From an optimization exercise on the open Yosys and OpenROAD flow, aimed at small area; shortcuts taken in it are not production practice.
Only simulation tests tie the RTL to the original design; equivalence was not proved.
No activity file was given, so power comes from the tool's default toggle rates.

==> flow/design.v <==
`timescale 1ns / 100ps
module HBRIDGE #(
    parameter BASE_ADDR = 16'h0000
)
(
input PCLK,
input PRESERN,
input PSEL,
input PENABLE,
output PREADY,
output PSLVERR,
input PWRITE,
input [31:0] PADDR,
input [31:0] PWDATA,
output [31:0] PRDATA,
output [1:0] HBRIDGE_CMD,
output HBRIDGE_EN
);
localparam HBRIDGE_CMD_REG_ADDR = BASE_ADDR;
localparam HBRIDGE_EN_REG_ADDR = BASE_ADDR + 16'h0004;
assign PSLVERR = 0;
assign PREADY = 1;
wire WRITE_EN = (PENABLE & PWRITE & PSEL);
wire HBRIDGE_CMD_REG_SEL = (WRITE_EN & (PADDR[15:0] == HBRIDGE_CMD_REG_ADDR));
wire HBRIDGE_EN_REG_SEL = (WRITE_EN & (PADDR[15:0] == HBRIDGE_EN_REG_ADDR));
reg[1:0] HBRIDGE_CMD_REG;
reg HBRIDGE_EN_REG;
assign HBRIDGE_EN = HBRIDGE_EN_REG;
assign HBRIDGE_CMD = HBRIDGE_CMD_REG;
assign PRDATA = 0;
always @(posedge PCLK) begin
    if (!PRESERN) begin
        HBRIDGE_CMD_REG <= 2'b0;
        HBRIDGE_EN_REG <= 1'b0;
    end
    else if (HBRIDGE_CMD_REG_SEL) begin
        HBRIDGE_CMD_REG <= PWDATA[1:0];
    end
    else if(HBRIDGE_EN_REG_SEL) begin
        HBRIDGE_EN_REG <= PWDATA[0];
    end
end
endmodule
`timescale 1ns / 100ps
module PWM #(
    parameter BASE_ADDR = 16'h0000,
    parameter DEFAULT_PERIOD_CC = 32'd5000,
    parameter DEFAULT_PULSE_WIDTH_CC = 32'd2500
)
(
    input PCLK,
    input PRESERN,
    input PSEL,
    input PENABLE,
    output PREADY,
    output PSLVERR,
    input PWRITE,
    input [31:0] PADDR,
    input [31:0] PWDATA,
    output [31:0] PRDATA,
    input PWM_EN,
    output PWM_OUT
);
localparam PERIOD_CC_REG_ADDR = BASE_ADDR;
localparam PULSE_WIDTH_CC_REG_ADDR = BASE_ADDR + 4;
assign PSLVERR = 0;
assign PREADY = 1;
wire WRITE_EN = (PENABLE & PWRITE & PSEL);
wire PERIOD_CC_REG_SEL = (PADDR[15:0] == PERIOD_CC_REG_ADDR);
wire PULSE_WIDTH_CC_REG_SEL = (PADDR[15:0] == PULSE_WIDTH_CC_REG_ADDR);
reg [31:0] PERIOD_CC_REG;
reg [31:0] PULSE_WIDTH_CC_REG;
reg [31:0] PRDATA_REG;
reg [31:0] CC_COUNT_REG;
assign PWM_OUT = (PWM_EN & (CC_COUNT_REG < PULSE_WIDTH_CC_REG));
assign PRDATA = PRDATA_REG;
always @(posedge PCLK) begin
    if (!PRESERN) begin
        CC_COUNT_REG <= 0;
    end
    else if (CC_COUNT_REG == PERIOD_CC_REG) begin
        CC_COUNT_REG <= 0;
    end
    else begin
        CC_COUNT_REG <= CC_COUNT_REG + 1;
    end
end
always @(posedge PCLK) begin
    if (!PRESERN) begin
        PERIOD_CC_REG <= DEFAULT_PERIOD_CC;
        PULSE_WIDTH_CC_REG <= DEFAULT_PULSE_WIDTH_CC;
        PRDATA_REG <= 0;
    end
    else if(PULSE_WIDTH_CC_REG_SEL) begin
        PRDATA_REG <= PULSE_WIDTH_CC_REG;
        if(WRITE_EN) begin
            PULSE_WIDTH_CC_REG <= PWDATA;
        end
    end
    else if(PERIOD_CC_REG_SEL) begin
        PRDATA_REG <= PERIOD_CC_REG;
        if(WRITE_EN) begin
            PERIOD_CC_REG <= PWDATA;
        end
    end
    else begin
        PRDATA_REG <= 0;
    end
end
endmodule
`timescale 1ns / 100ps
module MOTOR #(
    parameter BASE_ADDR = 16'h0000
)
(
    PADDR,
    PCLK,
    PENABLE,
    PRESERN,
    PSEL,
    PWDATA,
    PWRITE,
    HBRIDGE_CMD,
    PRDATA,
    PREADY,
    PSLVERR,
    PWM_OUT
);
localparam HBRIDGE_ADDR = BASE_ADDR;
localparam PWM_ADDR = BASE_ADDR + 16'h0008;
input  [31:0] PADDR;
input         PCLK;
input         PENABLE;
input         PRESERN;
input         PSEL;
input  [31:0] PWDATA;
input         PWRITE;
output [1:0]  HBRIDGE_CMD;
output [31:0] PRDATA;
output        PREADY;
output        PSLVERR;
output        PWM_OUT;
wire HBRIDGE_EN;
wire [31:0] PRDATA_0;
assign PREADY = 1'b1;
assign PSLVERR = 1'b0;
assign PRDATA = PRDATA_0;
HBRIDGE #( 
        .BASE_ADDR ( HBRIDGE_ADDR ) 
)
HBRIDGE_0(
        .PCLK        (PCLK),
        .PRESERN     (PRESERN),
        .PSEL        (PSEL),
        .PENABLE     (PENABLE),
        .PWRITE      (PWRITE),
        .PADDR       (PADDR),
        .PWDATA      (PWDATA),
        .PREADY      (),
        .PSLVERR     (),
        .PRDATA      (),
        .HBRIDGE_CMD (HBRIDGE_CMD),
        .HBRIDGE_EN  (HBRIDGE_EN) 
        );
PWM #( 
        .BASE_ADDR              (PWM_ADDR),
        .DEFAULT_PERIOD_CC      (5000),
        .DEFAULT_PULSE_WIDTH_CC (2500)
)
PWM_0(
        .PCLK    (PCLK),
        .PRESERN (PRESERN),
        .PSEL    (PSEL),
        .PENABLE (PENABLE),
        .PWRITE  (PWRITE),
        .PADDR   (PADDR),
        .PWDATA  (PWDATA),
        .PWM_EN  (1'b1),
        .PREADY  (),
        .PSLVERR (),
        .PRDATA  (PRDATA_0),
        .PWM_OUT (PWM_OUT) 
        );
endmodule
==> flow/run.sh <==
#!/bin/bash
# synth_recipe.tcl (not shown) runs the flow's synth.tcl, then flattens the netlist and writes it again
# the make line also repeats each setting of config.mk as NAME=value (left out here)
make -C /OpenROAD-flow-scripts/flow DESIGN_CONFIG=/design/flow/config.mk WORK_HOME=/design/flow/orfs CLKGATE_MAP_FILE= SYNTH_SCRIPT=/design/flow/synth_recipe.tcl finish
==> flow/config.mk <==
export PLATFORM = sky130hd
export DESIGN_NAME = MOTOR
export DESIGN_NICKNAME = MOTOR
export VERILOG_FILES = /design/flow/design.v
export SDC_FILE = /design/flow/constraint.sdc
export NUM_CORES = 4
export LEC_CHECK = 0
export CAP_MARGIN = 20
export CORE_MARGIN = 2
export CORE_UTILIZATION = 40
export SLEW_MARGIN = 20
==> flow/constraint.sdc <==
create_clock -name core_clock -period 8.0 [get_ports {PCLK}]
set_input_delay 1.6000 -clock core_clock [delete_from_list [all_inputs] [get_ports {PCLK}]]
set_output_delay 1.6000 -clock core_clock [all_outputs]
set_load 0.01 [all_outputs]
==> results of run 1 <==
## cells in the mapped netlist (4+ instances only)
master | count | area share, %
nor2b_1 | 35 | 3.5
nor2_1 | 41 | 2.5
inv_1 | 36 | 2.2
nor3_1 | 8 | 0.65
a21oi_1 | 11 | 0.89
ha_1 | 32 | 6.5
o211ai_1 | 5 | 0.61
clkbuf_1 | 23 | 1.4
dfxtp_1 | 130 | 42
nand4_1 | 13 | 1.3
a21boi_1 | 19 | 2.3
nand3_1 | 45 | 3.6
xnor2_1 | 10 | 1.4
nand2_1 | 109 | 6.6
a21boi_0 | 9 | 1.1
a22oi_1 | 32 | 3.9
mux2i_1 | 7 | 1.1
o21ai_0 | 8 | 0.65
nor4_4 | 5 | 1.7
o21ai_1 | 24 | 1.9
nor4_1 | 12 | 1.2
and3_1 | 5 | 0.51
buf_2 | 14 | 1.1
and4_1 | 4 | 0.57
xor2_1 | 52 | 7.4
## state kept, by name (all words and copies together), names as in the netlist
| name | cells |
|---|---|
| PWM_0.PERIOD_CC_REG | 32 |
| PWM_0.PRDATA_REG | 32 |
| PWM_0.CC_COUNT_REG | 32 |
| PWM_0.PULSE_WIDTH_CC_REG | 32 |
| HBRIDGE_0.HBRIDGE_CMD_REG | 2 |
## how the worst min path moves through the flow
stage	depth (start not counted)	slack [ns]	startpoint	to
floorplan	2	0.44	PWM_0.PULSE_WIDTH_CC_REG[10]	PWM_0.PULSE_WIDTH_CC_REG[10]
detailed placement	2	0.46	PWM_0.PULSE_WIDTH_CC_REG[22]	PWM_0.PULSE_WIDTH_CC_REG[22]
finish	2	0.47	PWM_0.PULSE_WIDTH_CC_REG[22]	PWM_0.PULSE_WIDTH_CC_REG[22]
global placement	2	0.45	PWM_0.PULSE_WIDTH_CC_REG[27]	PWM_0.PULSE_WIDTH_CC_REG[27]
CTS	2	0.47	PWM_0.PULSE_WIDTH_CC_REG[22]	PWM_0.PULSE_WIDTH_CC_REG[22]
global route	2	0.48	PWM_0.PULSE_WIDTH_CC_REG[19]	PWM_0.PULSE_WIDTH_CC_REG[19]
## cell type report
| class | instances | area (um2) | share of cell area, % |
|---|---|---|---|
| Timing Repair Buffer | 93 | 913 | 11.8 |
| Multi-Input combinational cell | 505 | 3280 | 42.3 |
| Inverter | 36 | 135 | 1.74 |
| Clock inverter | 13 | 135 | 1.74 |
| Clock buffer | 19 | 453 | 5.84 |
| Tap cell | 188 | 235 | 3.03 |
| Sequential cell | 130 | 2600 | 33.6 |
## stage by stage
stage | std cells | setup slack (ns) | util [%] | hold WS (ns) | instance area [um2]
after CTS | 984 | 3.25 | 51.2 | 0.469 | 7750
final | 984 | 3.28 | 51.2 | 0.467 | 7750
after global routing | 984 | 3.13 | 51.2 | 0.482 | 7750
after detailed placement | 952 | 3.74 | 47.3 | 0.461 | 7160
after floorplan | 711 | 4.68 | - | 0.443 | 6170
after global placement | 952 | 3.75 | 47.3 | 0.455 | 7160
## power by group through the flow
| stage | clock [uW] | combinational (uW) | sequential, uW |
|---|---|---|---|
| 2_1_floorplan | 0 | 22.6 | 665 |
| 3_3_place_gp | 0 | 55.5 | 665 |
| 3_5_place_dp | 0 | 56.5 | 665 |
| 4_1_cts | 781 | 56.9 | 651 |
| 5_1_grt | 810 | 61.0 | 651 |
| 6_report | 767 | 56.3 | 651 |
## worst max-delay path: stages (launching register included)
cell,delay (ns)
dfxtp_1,0.41
ha_1,0.26
a2111oi_0,0.50
nor4b_1,0.16
or4_1,0.56
a21oi_1,0.23
clkdlybuf4s50_1,0.58
## kinds of logic (layout without fill, tap and decap cells)
family | count (synthesis) | count (layout) | share of synthesized area, %
other | 2 | 2 | 0.122
adders and majority gates | 32 | 32 | 6.48
buffers and inverters | 76 | 161 | 5.03
DFF | 130 | 130 | 42.1
AOI/OAI and AO/OA | 116 | 116 | 12.4
and+or+nand+nor | 286 | 286 | 23.9
xor gates and xnor gates | 62 | 62 | 8.79
muxes | 7 | 7 | 1.13
## layer usage
layer / GRT usage [%] / wire length [um] / vias up / part of all wire [%]
met3: 5.63 / 736 / 14 / 4.9
met2: 30.1 / 6980 / 128 / 47
met1: 25.4 / 7100 / 2371 / 48
met4: 4.78 / 117 / 0 / 0.78
met5: 0 / 0 / - / 0
li1: - / - / 2562 / -
==> results_tabular.tex, run 1 <==
\begin{tabular}{lr}
\hline
Metric & Value \\
\hline
\multicolumn{2}{l}{\textbf{Run status}} \\
\quad Result of the run & no timing/DRC/antenna violations \\
\multicolumn{2}{l}{\textbf{Clocking}} \\
\quad Number of clock buffers inserted by TritonCTS & 17 \\
\quad Post-CTS resize count & 0 \\
\quad Number of buffers between clock root and the deepest sink & 2 \\
\quad CTS tree & yes \\
\quad Source-to-sink clock delay at the later pin of the worst-skew pair & 0.43 ns \\
\quad Clock Root Buffer & clkbuf\_16 \\
\quad Number of buffers added for setup after CTS & 0 \\
\quad H-tree Lvls & 4 \\
\quad Number of buffers inserted by hold repair at cts & 0 \\
\quad Clock transition time at the flip-flop clock pins of the worst setup and hold paths & 0.06 ns \\
\quad Sink Count & 130 \\
\multicolumn{2}{l}{\textbf{Layout}} \\
\quad Layout fillers & 1,439 \\
\quad Final net count & 884 \\
\quad Share of layout cells above drive strength 1 & 6.41\% \\
\quad Antenna cell count & 0 \\
\quad Leading cell type in the layout, fill and taps excluded & dfxtp\_1 \\
\quad Area growth syn-to-layout & 25.6\% \\
\quad Highest-count cells in the layout ignoring fill and taps & dfxtp\_1, nand2\_1, clkdlybuf4s50\_1, xor2\_1, nand3\_1 \\
\multicolumn{2}{l}{\textbf{Yosys}} \\
\quad Net Count, Synth & 812 \\
\quad Synth async-reset ratio & 0\% \\
\quad Netlist area before placement & 6170 um2 \\
\quad Instance count of the mapped netlist & 711 \\
\quad Sequential element share of the synthesized area & 42.1\% \\
\quad Predominant post-synthesis flop cell & dfxtp\_1 \\
\quad Number of warnings printed during yosys synthesis & 2 \\
\quad Unique cell type count in the Yosys netlist & 41 \\
\quad Synthesis-stage register bit count & 130 \\
\quad Count of flip-flops with a built-in enable after synthesis & 0 \\
\quad Average instance area after synthesis & 8.68 um2 \\
\multicolumn{2}{l}{\textbf{Routing}} \\
\quad Detailed Route Iter0 Violations & 363 \\
\quad Initial DRT Pass Iterations & 5 \\
\quad Antenna violation net count after detailed routing & 0 \\
\quad Final routed wirelength across all metal layers & 14,900 um \\
\quad Count of vias placed by the detailed router & 5,075 \\
\quad DRC violations left & 0 \\
\quad Routed wirelength normalized by instance count & 15.2 um \\
\quad Vias per Instance & 5.16 \\
\multicolumn{2}{l}{\textbf{STA}} \\
\quad Final-report max-slew violation count & 0 \\
\quad Setup skew after layout & 0.0138 ns \\
\quad Shortest clock period the worst path allows after layout & 4.72 ns \\
\quad Max\_slew headroom & 52.7\% \\
\quad Setup Total Neg Slack & 0 ns \\
\quad Setup-failing EPs final & 0 \\
\quad Portion of the clock cycle consumed by the worst path in the final layout & 59.0\% \\
\quad Number of hold-slack violations in the final timing report & 0 \\
\quad Measured slew at the worst slew-check pin & 0.704 ns \\
\quad Achievable frequency & 212 MHz \\
\quad Setup repair after global routing missed its margin & no \\
\multicolumn{2}{l}{\textbf{Pwr}} \\
\quad Leakage & 0.00287 uW \\
\quad Total internal power & 1150 uW \\
\quad Sequential share of power & 44.1\% \\
\quad Share of total power consumed by net switching & 21.8\% \\
\quad Clock group share of total power & 52.0\% \\
\quad IR drop worst, VDD & 147 uV \\
\quad Pwr/cell area & 190 nW/um2 \\
\quad Combinational group share of total power & 3.8\% \\
\quad Overall power after layout & 1470 uW \\
\quad Net switching power & 321 uW \\
\multicolumn{2}{l}{\textbf{Floorplan}} \\
\quad Std cell rows & 45 \\
\quad Starting density of the core & 40.8\% \\
\quad Die Ht & 128 um \\
\quad Chip Width & 128 um \\
\quad Area of the die & 16,400 um2 \\
\quad I/O pin cnt & 106 \\
\quad Total core area & 15,100 um2 \\
\multicolumn{2}{l}{\textbf{Worst setup path}} \\
\quad CP Capture Point & PWM\_OUT \\
\quad Worst setup startpoint & PWM\_0.CC\_COUNT\_REG[1] \\
\quad Worst setup SP type & register \\
\quad Critical path type & reg -> out \\
\quad Flop2flop setup slack & 5.66 ns \\
\quad Worst-path fanout max & 5 \\
\quad Arrival time at the worst endpoint & 3.12 ns \\
\quad Kind of end point of the critical path & output pin \\
\quad Number of cells on the worst reg-to-reg path & 6 \\
\quad Reg-to-Reg Start & PWM\_0.CC\_COUNT\_REG[7] \\
\quad Required arrival time at the worst endpoint & 6.40 ns \\
\quad Worst R2R End & PWM\_0.CC\_COUNT\_REG[31] \\
\multicolumn{2}{l}{\textbf{Place}} \\
\quad Routability cong. & 0.840 \\
\quad Count of buffers inserted at the top-level ports & 87 \\
\quad Detailed placer's ending HPWL & 10,300 um \\
\multicolumn{2}{l}{\textbf{Global route}} \\
\quad Total routing usage reported by global routing & 19.0\% \\
\quad Global-route wire length before repair & 24,400 um \\
\quad Via count of the first global-routing pass & 4,879 \\
\quad Total overflow reported by the global router & 0 \\
\quad Number of antenna violations at the first check in global routing & 0 \\
\quad Largest net degree at the start of global routing & 65 \\
\multicolumn{2}{l}{\textbf{Min path}} \\
\quad Tightest Hold Check Type & reg -> reg \\
\multicolumn{2}{l}{\textbf{Flow run}} \\
\quad Maxcap violations & 0 \\
\hline
\end{tabular}
==> inputs of run 2 (changes only) <==
==> flow/design.v (replaced) <==
`timescale 1ns / 100ps
module HBRIDGE (
    input        PCLK,
    input        PRESERN,
    input        WR_CMD,
    input  [1:0] WDATA,
    output reg [1:0] HBRIDGE_CMD
);
always @(posedge PCLK) begin
    if (!PRESERN)
        HBRIDGE_CMD <= 2'b0;
    else if (WR_CMD)
        HBRIDGE_CMD <= WDATA;
end
endmodule
`timescale 1ns / 100ps
module PWM #(
    parameter DEFAULT_PERIOD_CC = 32'd5000,
    parameter DEFAULT_PULSE_WIDTH_CC = 32'd2500
)
(
    input         PCLK,
    input         PRESERN,
    input         WR_PERIOD,
    input         WR_WIDTH,
    input  [31:0] PWDATA,
    output reg [31:0] PERIOD_CC_REG,
    output reg [31:0] PULSE_WIDTH_CC_REG,
    output        PWM_OUT
);
reg [31:0] CC_COUNT_REG;
assign PWM_OUT = (CC_COUNT_REG < PULSE_WIDTH_CC_REG);
always @(posedge PCLK) begin
    if (!PRESERN || CC_COUNT_REG == PERIOD_CC_REG)
        CC_COUNT_REG <= 0;
    else
        CC_COUNT_REG <= CC_COUNT_REG + 1;
end
always @(posedge PCLK) begin
    if (!PRESERN) begin
        PERIOD_CC_REG <= DEFAULT_PERIOD_CC;
        PULSE_WIDTH_CC_REG <= DEFAULT_PULSE_WIDTH_CC;
    end
    else begin
        if (WR_PERIOD) PERIOD_CC_REG <= PWDATA;
        if (WR_WIDTH) PULSE_WIDTH_CC_REG <= PWDATA;
    end
end
endmodule
`timescale 1ns / 100ps
module MOTOR (
    input  [31:0] PADDR,
    input         PCLK,
    input         PENABLE,
    input         PRESERN,
    input         PSEL,
    input  [31:0] PWDATA,
    input         PWRITE,
    output [1:0]  HBRIDGE_CMD,
    output [31:0] PRDATA,
    output        PREADY,
    output        PSLVERR,
    output        PWM_OUT
);
assign PREADY = 1'b1;
assign PSLVERR = 1'b0;
wire WRITE_EN = PSEL & PENABLE & PWRITE;
wire HI_ZERO  = (PADDR[15:4] == 12'd0) & (PADDR[1:0] == 2'd0);
wire SEL_CMD  = HI_ZERO & (PADDR[3:2] == 2'd0);
wire SEL_PER  = HI_ZERO & (PADDR[3:2] == 2'd2);
wire SEL_WID  = HI_ZERO & (PADDR[3:2] == 2'd3);
wire [31:0] PERIOD, WIDTH;
HBRIDGE HBRIDGE_0 (
    .PCLK(PCLK), .PRESERN(PRESERN),
    .WR_CMD(WRITE_EN & SEL_CMD), .WDATA(PWDATA[1:0]),
    .HBRIDGE_CMD(HBRIDGE_CMD));
PWM PWM_0 (
    .PCLK(PCLK), .PRESERN(PRESERN),
    .WR_PERIOD(WRITE_EN & SEL_PER), .WR_WIDTH(WRITE_EN & SEL_WID),
    .PWDATA(PWDATA),
    .PERIOD_CC_REG(PERIOD), .PULSE_WIDTH_CC_REG(WIDTH),
    .PWM_OUT(PWM_OUT));
assign PRDATA = ({32{SEL_PER}} & PERIOD) | ({32{SEL_WID}} & WIDTH);
endmodule
==> results_tabular.tex, run 2 <==
\begin{tabular}{lr}
\hline
Metric & Value \\
\hline
\multicolumn{2}{l}{\textbf{Floorplan}} \\
\quad Area of the die & 14,800 um2 (was 16,400 um2) \\
\quad Starting density of the core & 41.3\% (was 40.8\%) \\
\quad Total core area & 13,400 um2 (was 15,100 um2) \\
\quad Chip Width & 122 um (was 128 um) \\
\quad Std cell rows & 42 (was 45) \\
\quad Die Ht & 122 um (was 128 um) \\
\quad I/O pin cnt & 106 (unchanged) \\
\multicolumn{2}{l}{\textbf{STA}} \\
\quad Setup repair after global routing missed its margin & no (unchanged) \\
\quad Worst hold margin & 0.501 ns (was 0.467 ns) \\
\quad Max\_slew headroom & 27.3\% (was 52.7\%) \\
\quad Setup Total Neg Slack & 0 ns (unchanged) \\
\quad Min setup slack post-route & 2.74 ns (was 3.28 ns) \\
\quad Setup skew after layout & 0.00566 ns (was 0.0138 ns) \\
\quad Setup-failing EPs final & 0 (unchanged) \\
\quad Final-report max-slew violation count & 0 (unchanged) \\
\quad Number of hold-slack violations in the final timing report & 0 (unchanged) \\
\quad Measured slew at the worst slew-check pin & 1.09 ns (was 0.704 ns) \\
\quad Portion of the clock cycle consumed by the worst path in the final layout & 65.8\% (was 59.0\%) \\
\quad Shortest clock period the worst path allows after layout & 5.26 ns (was 4.72 ns) \\
\quad Achievable frequency & 190 MHz (was 212 MHz) \\
\multicolumn{2}{l}{\textbf{Place}} \\
\quad Routability cong. & 0.799 (was 0.840) \\
\quad Detailed placer's ending HPWL & 9580 um (was 10,300 um) \\
\quad Pre-CTS setup slack & 2.76 ns (was 3.74 ns) \\
\quad Placed Area & 6500 um2 (was 7160 um2) \\
\quad Count of buffers inserted at the top-level ports & 87 (unchanged) \\
\multicolumn{2}{l}{\textbf{Worst setup path}} \\
\quad Arrival time at the worst endpoint & 3.66 ns (was 3.12 ns) \\
\quad Worst setup SP type & input pin (was register) \\
\quad Flop2flop setup slack & 5.51 ns (was 5.66 ns) \\
\quad Critical path type & in -> out (was reg -> out) \\
\quad Number of cells on the worst reg-to-reg path & 6 (unchanged) \\
\quad Worst R2R End & PWM\_0.CC\_COUNT\_REG[24] (was PWM\_0.CC\_COUNT\_REG[31]) \\
\quad Kind of end point of the critical path & output pin (unchanged) \\
\quad Worst setup startpoint & PADDR[8] (was PWM\_0.CC\_COUNT\_REG[1]) \\
\quad CP Capture Point & PRDATA[15] (was PWM\_OUT) \\
\quad Required arrival time at the worst endpoint & 6.40 ns (about the same) \\
\quad Worst-path fanout max & 32 (was 5) \\
\quad Reg-to-Reg Start & PWM\_0.CC\_COUNT\_REG[10] (was PWM\_0.CC\_COUNT\_REG[7]) \\
\multicolumn{2}{l}{\textbf{Clocking}} \\
\quad Number of buffers between clock root and the deepest sink & 2 (unchanged) \\
\quad Sink Count & 98 (was 130) \\
\quad Clock Root Buffer & clkbuf\_16 (unchanged) \\
\quad Source-to-sink clock delay at the later pin of the worst-skew pair & 0.36 ns (was 0.43 ns) \\
\quad Clock transition time at the flip-flop clock pins of the worst setup and hold paths & 0.07 ns (was 0.06 ns) \\
\quad Number of buffers added for setup after CTS & 0 (unchanged) \\
\quad Post-CTS resize count & 0 (unchanged) \\
\quad H-tree Lvls & 3 (was 4) \\
\quad Number of clock buffers inserted by TritonCTS & 9 (was 17) \\
\quad CTS tree & yes (unchanged) \\
\quad Number of buffers inserted by hold repair at cts & 0 (unchanged) \\
\multicolumn{2}{l}{\textbf{Layout}} \\
\quad Registers with the most flip-flops & PWM\_0.CC\_COUNT\_REG (32), PWM\_0.PERIOD\_CC\_REG (32), PWM\_0.PULSE\_WIDTH\_CC\_REG (32) \\
\quad Area growth syn-to-layout & 23.5\% (was 25.6\%) \\
\quad Layout fillers & 1,237 (was 1,439) \\
\quad Share of layout cells above drive strength 1 & 4.37\% (was 6.41\%) \\
\quad Area occupied by multi-input gates & 3290 um2 (was 3280 um2) \\
\quad Final design utilization & 51.0\% (was 51.2\%) \\
\quad Antenna cell count & 0 (unchanged) \\
\quad Non-Filler Cell Area, Final & 6840 um2 (was 7750 um2) \\
\quad Leading cell type in the layout, fill and taps excluded & dfxtp\_1 (unchanged) \\
\quad Final net count & 782 (was 884) \\
\quad Highest-count cells in the layout ignoring fill and taps & dfxtp\_1, mux2i\_1, clkdlybuf4s50\_1, nor2\_1, nor2b\_1 (was dfxtp\_1, nand2\_1, clkdlybuf4s50\_1, xor2\_1, nand3\_1) \\
\quad Flip-flop and latch area & 1960 um2 (was 2600 um2) \\
\multicolumn{2}{l}{\textbf{Yosys}} \\
\quad Top post-synthesis cells by area & dfxtp\_1, mux2i\_1, xor2\_1, ha\_1, nor2b\_1 (was dfxtp\_1, xor2\_1, nand2\_1, ha\_1, a22oi\_1) \\
\quad Instance count of the mapped netlist & 609 (was 711) \\
\quad Unique cell type count in the Yosys netlist & 44 (was 41) \\
\quad Synthesis-stage register bit count & 98 (was 130) \\
\quad Synth async-reset ratio & 0\% (unchanged) \\
\quad Area share of the leading cell type in the synthesized netlist & 35.4\% (was 42.1\%) \\
\quad Average instance area after synthesis & 9.09 um2 (was 8.68 um2) \\
\quad Netlist area before placement & 5540 um2 (was 6170 um2) \\
\quad Net Count, Synth & 710 (was 812) \\
\quad Most used standard cell by instance count after synthesis & dfxtp\_1 (unchanged) \\
\quad Count of flip-flops with a built-in enable after synthesis & 0 (unchanged) \\
\quad Number of warnings printed during yosys synthesis & 2 (unchanged) \\
\quad Predominant post-synthesis flop cell & dfxtp\_1 (unchanged) \\
\quad Yosys top cell by area & dfxtp\_1 (unchanged) \\
\quad Sequential element share of the synthesized area & 35.4\% (was 42.1\%) \\
\quad Top post-synthesis cells by count & dfxtp\_1, mux2i\_1, nor2\_1 (was dfxtp\_1, nand2\_1, xor2\_1) \\
\multicolumn{2}{l}{\textbf{Routing}} \\
\quad Vias per Instance & 5.08 (was 5.16) \\
\quad Routed wirelength normalized by instance count & 15.6 um (was 15.2 um) \\
\quad Initial DRT Pass Iterations & 4 (was 5) \\
\quad DRC violations left & 0 (unchanged) \\
\quad Count of vias placed by the detailed router & 4,375 (was 5,075) \\
\quad Detailed Route Iter0 Violations & 156 (was 363) \\
\quad Antenna violation net count after detailed routing & 0 (unchanged) \\
\quad Final routed wirelength across all metal layers & 13,400 um (was 14,900 um) \\
\multicolumn{2}{l}{\textbf{Pwr}} \\
\quad IR drop worst, VDD & 95.7 uV (was 147 uV) \\
\quad Leakage & 0.00290 uW (was 0.00287 uW) \\
\quad Pwr/cell area & 153 nW/um2 (was 190 nW/um2) \\
\multicolumn{2}{l}{\textbf{Global route}} \\
\quad Total overflow reported by the global router & 0 (unchanged) \\
\quad Largest net degree at the start of global routing & 68 (was 65) \\
\quad Global-route wire length before repair & 22,000 um (was 24,400 um) \\
\quad Via count of the first global-routing pass & 4,355 (was 4,879) \\
\quad Total routing usage reported by global routing & 19.1\% (was 19.0\%) \\
\quad Number of antenna violations at the first check in global routing & 0 (unchanged) \\
\multicolumn{2}{l}{\textbf{Run status}} \\
\quad Result of the run & no timing/DRC/antenna violations (unchanged) \\
\multicolumn{2}{l}{\textbf{Flow run}} \\
\quad Maxcap violations & 0 (unchanged) \\
\multicolumn{2}{l}{\textbf{Min path}} \\
\quad Tightest Hold Check Type & reg -> reg (unchanged) \\
\hline
\end{tabular}
==> run 2: cell types whose count changed after synthesis, sizes merged, moves of 27 or more <==
cell,previous run,this run
a21boi,28,1
a22oi,32,0
dfxtp,130,98
mux2i,7,93
nand2,109,27
nand3,45,13
nor2,41,73
==> run 2: cell type report <==
class	instances	area share (%)
well taps	176	3.22
repair buffers	92	13.2
multi-input cells	446	48.1
flip-flops and latches	98	28.7
clock inverters	6	1.54
inverters	34	1.87
clock buffers	10	3.35
==> run 2: critical path, cell delays in order <==
cell,delay [ns]
clkdlybuf4s50_1,0.42
nor4_1,0.24
and4_1,0.31
nand2_1,0.07
buf_4,0.27
nor2_1,0.19
clkdlybuf4s50_1,0.56
==> run 2: power by group <==
group / internal, uW / switching, uW / leakage (uW) / total (uW)
combinational: 35.0 / 22.3 / 0.00195 / 57.3
clock: 304 / 191 / 0.000166 / 495
sequential: 489 / 2.08 / 0.000790 / 491
==> run 2: cell families after synthesis <==
| family | share of synthesized area [%] |
|---|---|
| xor+xnor | 9.65 |
| buf+inv | 5.40 |
| fa+ha+maj | 7.23 |
| mux | 16.8 |
| other cells | 0.136 |
| flops | 35.4 |
| compound gates | 3.73 |
| simple gates | 21.6 |
==> run 2: metal layers <==
metal / GRT usage (%) / vias up / share of wire [%]
met2: 30.7 / 103 / 45
met1: 25.5 / 2054 / 47
met3: 3.00 / 17 / 5.3
li1: - / 2201 / -
met5: 0 / - / 0
met4: 8.05 / 0 / 2.2
==> run 2: worst min path at each step <==
stage	from	to	slack [ns]	depth (start not counted)
after floorplan	PWM_0.CC_COUNT_REG[0]	PWM_0.CC_COUNT_REG[0]	0.45	1
after global placement	PWM_0.CC_COUNT_REG[0]	PWM_0.CC_COUNT_REG[0]	0.49	1
after detailed placement	PWM_0.CC_COUNT_REG[0]	PWM_0.CC_COUNT_REG[0]	0.49	1
after CTS	PWM_0.CC_COUNT_REG[0]	PWM_0.CC_COUNT_REG[0]	0.51	1
after global routing	PWM_0.CC_COUNT_REG[0]	PWM_0.CC_COUNT_REG[0]	0.55	1
final	PWM_0.CC_COUNT_REG[0]	PWM_0.CC_COUNT_REG[0]	0.50	1
==> run 2: metrics by stage <==
step	instances	total power, uW
2_1_floorplan	609	526
3_3_place_gp	846	559
3_5_place_dp	846	560
4_1_cts	862	1050
5_1_grt	862	1080
6_report	862	1040

separate check: timing with driven ports:
The results above use ideal ports. As a check the final layouts listed here were re-extracted and re-timed, cells and wires unchanged. Step 1: set_driving_cell puts a clkbuf_16 on PCLK and a buf_2 on each other input, an assumption about the parent block. Step 2 adds t to the input delays and takes it off the output delays; t is the mean of the earliest and latest rising clock arrival at the registers after step 1. Input paths then give back, and output paths get back, about the clock's delay inside the block. Slacks: no drivers / after step 1 / after step 2; pairs: no drivers / after step 1.
| run | t, ns | setup slack, ns | worst hold slack (ns) | cell pins on the clock port's net |
|---|---|---|---|---|
| run 1 | 0.463 | 3.277 / 3.237 / 3.700 | 0.467 / 0.467 / 0.467 | 1 |
| run 2 | 0.389 | 2.739 / 2.714 / 2.714 | 0.501 / 0.501 / 0.501 | 1 |
After both steps setup and hold are still met in every run listed. The setup slack of run 2, which loses most, moves by -0.025 ns with the drivers and by -0.025 ns with both steps.
